Context: an optimization exercise on an open-source flow, tuned for small area and a short achievable clock period. The choices shown serve that exercise and are no tape-out recipe.
In this exercise RTL edits were held to simulation tests only and were not proved equivalent to the original.
No activity file was given, so power comes from the tool's default toggle rates.

==> module ReservationStation, before the edit <==
module ReservationStation(input clk, input rst,
    input wen, input flush,
    input [3:0] instr_index, input [3:0] instr_opcode, input [7:0] instr_i,
    input [3:0] in_op1, input [3:0] in_op2, input [15:0] in_val1, input [15:0] in_val2,
    input is_val_op1, input is_val_op2,
    output is_full,
    output iss_valid, output [3:0] iss_index,
    output [15:0] iss_a, output [15:0] iss_b, output iss_cin,
    input [3:0] cdb_v, input [15:0] cdb_idx, input [63:0] cdb_val
    );
    wire op_add  = instr_opcode == 4'd0;
    wire op_sub  = instr_opcode == 4'd1;
    wire op_mov  = instr_opcode == 4'd4;
    wire op_movl = instr_opcode == 4'd5;
    wire op_movh = instr_opcode == 4'd6;
    wire d_arith = op_add | op_sub;
    wire [2:0] d_kind = {d_arith, op_sub | op_mov | op_movh, ~d_arith & ~op_movh};
    wire [15:0] d_val1;
    assign d_val1[15:8] = (op_movh | op_movl) ? instr_i : ((d_arith | op_mov) ? in_val1[15:8] : 8'd0);
    assign d_val1[7:4]  = in_val1[7:4];
    assign d_val1[3:0]  = is_val_op1 ? in_val1[3:0] : in_op1;
    wire [15:0] d_val2 = {in_val2[15:4], is_val_op2 ? in_val2[3:0] : in_op2};
    reg [3:0] valid;
    reg [3:0] rdy1, rdy2;
    reg [3:0] rob [0:3];
    reg [2:0] kind [0:3];
    reg [15:0] val1 [0:3];
    reg [15:0] val2 [0:3];
    reg full_r;
    assign is_full = full_r;
    wire run = ~rst & ~flush;
    wire [3:0] free = {~valid[3] & valid[2] & valid[1] & valid[0],
                       ~valid[2] & valid[1] & valid[0],
                       ~valid[1] & valid[0],
                       ~valid[0]};
    wire [3:0] wr = free & {4{wen & ~flush}};
    wire [3:0] rdy = valid & rdy1 & rdy2;
    wire [3:0] pick = {rdy[3] & ~rdy[2] & ~rdy[1] & ~rdy[0],
                       rdy[2] & ~rdy[1] & ~rdy[0],
                       rdy[1] & ~rdy[0],
                       rdy[0]};
    genvar n;
    generate for (n = 0; n < 4; n = n + 1) begin : e
        wire [3:0] m1, m2;
        genvar c;
        for (c = 0; c < 4; c = c + 1) begin : ch
            assign m1[c] = cdb_v[c] & (cdb_idx[4*c+3:4*c] == val1[n][3:0]);
            assign m2[c] = cdb_v[c] & (cdb_idx[4*c+3:4*c] == val2[n][3:0]);
        end
        wire [3:0] p1 = {m1[3] & ~m1[2] & ~m1[1] & ~m1[0], m1[2] & ~m1[1] & ~m1[0], m1[1] & ~m1[0], m1[0]};
        wire [3:0] p2 = {m2[3] & ~m2[2] & ~m2[1] & ~m2[0], m2[2] & ~m2[1] & ~m2[0], m2[1] & ~m2[0], m2[0]};
        wire [15:0] s1 = ({16{p1[0]}} & cdb_val[15:0]) | ({16{p1[1]}} & cdb_val[31:16]) |
                         ({16{p1[2]}} & cdb_val[47:32]) | ({16{p1[3]}} & cdb_val[63:48]);
        wire [15:0] s2 = ({16{p2[0]}} & cdb_val[15:0]) | ({16{p2[1]}} & cdb_val[31:16]) |
                         ({16{p2[2]}} & cdb_val[47:32]) | ({16{p2[3]}} & cdb_val[63:48]);
        wire snoop1 = ~flush & ~rdy1[n] & (|m1);
        wire snoop2 = ~flush & ~rdy2[n] & (|m2);
        always @(posedge clk) begin
            if (wr[n]) begin
                rob[n] <= instr_index;
                kind[n] <= d_kind;
            end
            if (wr[n]) begin
                val1[n][3:0] <= d_val1[3:0];
                rdy1[n] <= is_val_op1;
            end else if (snoop1) begin
                val1[n][3:0] <= s1[3:0];
                rdy1[n] <= 1'b1;
            end
            if (wr[n]) val1[n][7:4] <= d_val1[7:4];
            else if (~rdy1[n]) val1[n][7:4] <= s1[7:4];
            if (wr[n]) val1[n][15:8] <= d_val1[15:8];
            else if (~rdy1[n] & (kind[n][2] | (kind[n][1] & kind[n][0]))) val1[n][15:8] <= s1[15:8];
            if (wr[n]) begin
                val2[n][3:0] <= d_val2[3:0];
                rdy2[n] <= is_val_op2;
            end else if (snoop2) begin
                val2[n][3:0] <= s2[3:0];
                rdy2[n] <= 1'b1;
            end
            if (wr[n]) val2[n][15:4] <= d_val2[15:4];
            else if (~rdy2[n]) val2[n][15:4] <= s2[15:4];
            if (rst) valid[n] <= 1'b0;
            else if (wr[n]) valid[n] <= 1'b1;
            else if (run & pick[n]) valid[n] <= 1'b0;
        end
    end endgenerate
    wire [3:0] p_rob = ({4{pick[0]}} & rob[0]) | ({4{pick[1]}} & rob[1]) | ({4{pick[2]}} & rob[2]) | ({4{pick[3]}} & rob[3]);
    wire [2:0] p_kind = ({3{pick[0]}} & kind[0]) | ({3{pick[1]}} & kind[1]) | ({3{pick[2]}} & kind[2]) | ({3{pick[3]}} & kind[3]);
    wire [15:0] p_v1 = ({16{pick[0]}} & val1[0]) | ({16{pick[1]}} & val1[1]) | ({16{pick[2]}} & val1[2]) | ({16{pick[3]}} & val1[3]);
    wire [15:0] p_v2 = ({16{pick[0]}} & val2[0]) | ({16{pick[1]}} & val2[1]) | ({16{pick[2]}} & val2[2]) | ({16{pick[3]}} & val2[3]);
    wire p_sub = p_kind[2] & p_kind[1];
    wire [15:0] p_a = (p_kind[2] | p_kind[1]) ? p_v1 : {8'd0, p_v1[15:8]};
    wire [15:0] p_b = {16{p_kind[2]}} & (p_v2 ^ {16{p_sub}});
    reg iv;
    reg [3:0] irob;
    reg [15:0] ia, ib;
    reg icin;
    always @(posedge clk) begin
        if (rst) begin
            iv <= 1'b0;
            full_r <= 1'b0;
        end else if (~flush) begin
            iv <= |rdy;
            full_r <= &valid;
        end
        if (~flush) begin
            irob <= p_rob;
            ia <= p_a;
            ib <= p_b;
            icin <= p_sub;
        end
    end
    assign iss_valid = iv;
    assign iss_index = irob;
    assign iss_a = ia;
    assign iss_b = ib;
    assign iss_cin = icin;
endmodule
==> flow/config.mk <==
export PLATFORM = sky130hd
export DESIGN_NAME = ExecBackend
export DESIGN_NICKNAME = ExecBackend
export VERILOG_FILES = /design/flow/design.v
export SDC_FILE = /design/flow/constraint.sdc
export NUM_CORES = 4
export LEC_CHECK = 0
export CAP_MARGIN = 20
export CORE_MARGIN = 2
export CORE_UTILIZATION = 40
export SETUP_SLACK_MARGIN = 3.0
export SLEW_MARGIN = 20
export TNS_END_PERCENT = 5
==> flow/constraint.sdc <==
create_clock -name core_clock -period 5.5 [get_ports {clk}]
set_input_delay 1.1000 -clock core_clock [delete_from_list [all_inputs] [get_ports {clk}]]
set_output_delay 1.1000 -clock core_clock [all_outputs]
set_load 0.01 [all_outputs]
standard.sh (not shown) runs the stock make flow with config.mk's settings and CLKGATE_MAP_FILE= SYNTH_SCRIPT=/design/flow/synth_recipe.tcl, a recipe that flattens the netlist after the stock synthesis.
==> flow/flow/run.sh <==
#!/bin/bash
# The standard layout, except that the port buffers are plain
# sky130_fd_sc_hd__buf_2 cells instead of the delay buffers that buffer_ports
# picks by default. Every input and output port still gets its buffer, and
# timing repair may resize them as before.
set -euo pipefail
export BUFFER_PORTS_ARGS="-buffer_cell sky130_fd_sc_hd__buf_2"
bash standard.sh > standard_flow.log 2>&1
The baseline completed without violations.
==> next run, changes <==
--- a/flow/design.v
+++ b/flow/design.v
@@ -83,37 +83,38 @@
             else if (~rdy2[n]) val2[n][15:4] <= s2[15:4];
             if (rst) valid[n] <= 1'b0;
             else if (wr[n]) valid[n] <= 1'b1;
             else if (run & pick[n]) valid[n] <= 1'b0;
         end
     end endgenerate
-    wire [3:0] p_rob = ({4{pick[0]}} & rob[0]) | ({4{pick[1]}} & rob[1]) | ({4{pick[2]}} & rob[2]) | ({4{pick[3]}} & rob[3]);
-    wire [2:0] p_kind = ({3{pick[0]}} & kind[0]) | ({3{pick[1]}} & kind[1]) | ({3{pick[2]}} & kind[2]) | ({3{pick[3]}} & kind[3]);
-    wire [15:0] p_v1 = ({16{pick[0]}} & val1[0]) | ({16{pick[1]}} & val1[1]) | ({16{pick[2]}} & val1[2]) | ({16{pick[3]}} & val1[3]);
-    wire [15:0] p_v2 = ({16{pick[0]}} & val2[0]) | ({16{pick[1]}} & val2[1]) | ({16{pick[2]}} & val2[2]) | ({16{pick[3]}} & val2[3]);
-    wire p_sub = p_kind[2] & p_kind[1];
-    wire [15:0] p_a = (p_kind[2] | p_kind[1]) ? p_v1 : {8'd0, p_v1[15:8]};
-    wire [15:0] p_b = {16{p_kind[2]}} & (p_v2 ^ {16{p_sub}});
     reg iv;
+    reg [3:0] hptr;
     reg [3:0] irob;
     reg [15:0] ia, ib;
     reg icin;
+    wire [3:0] sel = flush ? hptr : pick;
+    wire [3:0] p_rob = ({4{sel[0]}} & rob[0]) | ({4{sel[1]}} & rob[1]) | ({4{sel[2]}} & rob[2]) | ({4{sel[3]}} & rob[3]);
+    wire [2:0] p_kind = ({3{sel[0]}} & kind[0]) | ({3{sel[1]}} & kind[1]) | ({3{sel[2]}} & kind[2]) | ({3{sel[3]}} & kind[3]);
+    wire [15:0] p_v1 = ({16{sel[0]}} & val1[0]) | ({16{sel[1]}} & val1[1]) | ({16{sel[2]}} & val1[2]) | ({16{sel[3]}} & val1[3]);
+    wire [15:0] p_v2 = ({16{sel[0]}} & val2[0]) | ({16{sel[1]}} & val2[1]) | ({16{sel[2]}} & val2[2]) | ({16{sel[3]}} & val2[3]);
+    wire p_sub = p_kind[2] & p_kind[1];
+    wire [15:0] p_a = (p_kind[2] | p_kind[1]) ? p_v1 : {8'd0, p_v1[15:8]};
+    wire [15:0] p_b = {16{p_kind[2]}} & (p_v2 ^ {16{p_sub}});
     always @(posedge clk) begin
         if (rst) begin
             iv <= 1'b0;
             full_r <= 1'b0;
         end else if (~flush) begin
             iv <= |rdy;
             full_r <= &valid;
         end
-        if (~flush) begin
-            irob <= p_rob;
-            ia <= p_a;
-            ib <= p_b;
-            icin <= p_sub;
-        end
+        if (~flush) hptr <= pick;
+        irob <= p_rob;
+        ia <= p_a;
+        ib <= p_b;
+        icin <= p_sub;
     end
     assign iss_valid = iv;
     assign iss_index = irob;
     assign iss_a = ia;
     assign iss_b = ib;
     assign iss_cin = icin;
What happened:
- final cell count went down by 6.1%
- synthesized cell count drops by 7.6%
- wire length shrinks by 10%
- worst setup slack gains 55 ps
- fmax went up by 2.0%
- area after synthesis falls by 4.4%
- clock skew came out higher by 7.6 ps
- die area decreases by 4.3%
- via count fell by 8.2%
- total power came out lower by 10%
- utilization climbs by 0.56 points

==> what the ideal ports hide <==
No port has a modelled driver above. Below, the same layouts with a new extraction and two added sets of constraints. Step 1 sets driving cells, clkbuf_16 on the clock port and buf_2 on the other inputs (assumed; they add their load-dependent delay and slew). Step 2 times the ports against the registers' clock, not the clock port: input delays grow and output delays shrink by t, the midpoint of the rising clock arrivals with the driver on. Three values: ideal ports, drivers, drivers and shift; two values: the first two.
run | t, ns | setup slack, ns | hold WS [ns] | pins driven straight from the clock port
the first run | 0.737 | 2.710 / 2.668 / 2.017 | 0.342 / 0.342 / 0.342 | 1
the second run | 0.728 | 2.765 / 2.690 / 1.989 | 0.325 / 0.325 / 0.325 | 1
After both steps every run listed still meets setup and hold. The setup slack of the second run, which loses most, moves by -0.075 ns with the drivers and by -0.776 ns with both steps.
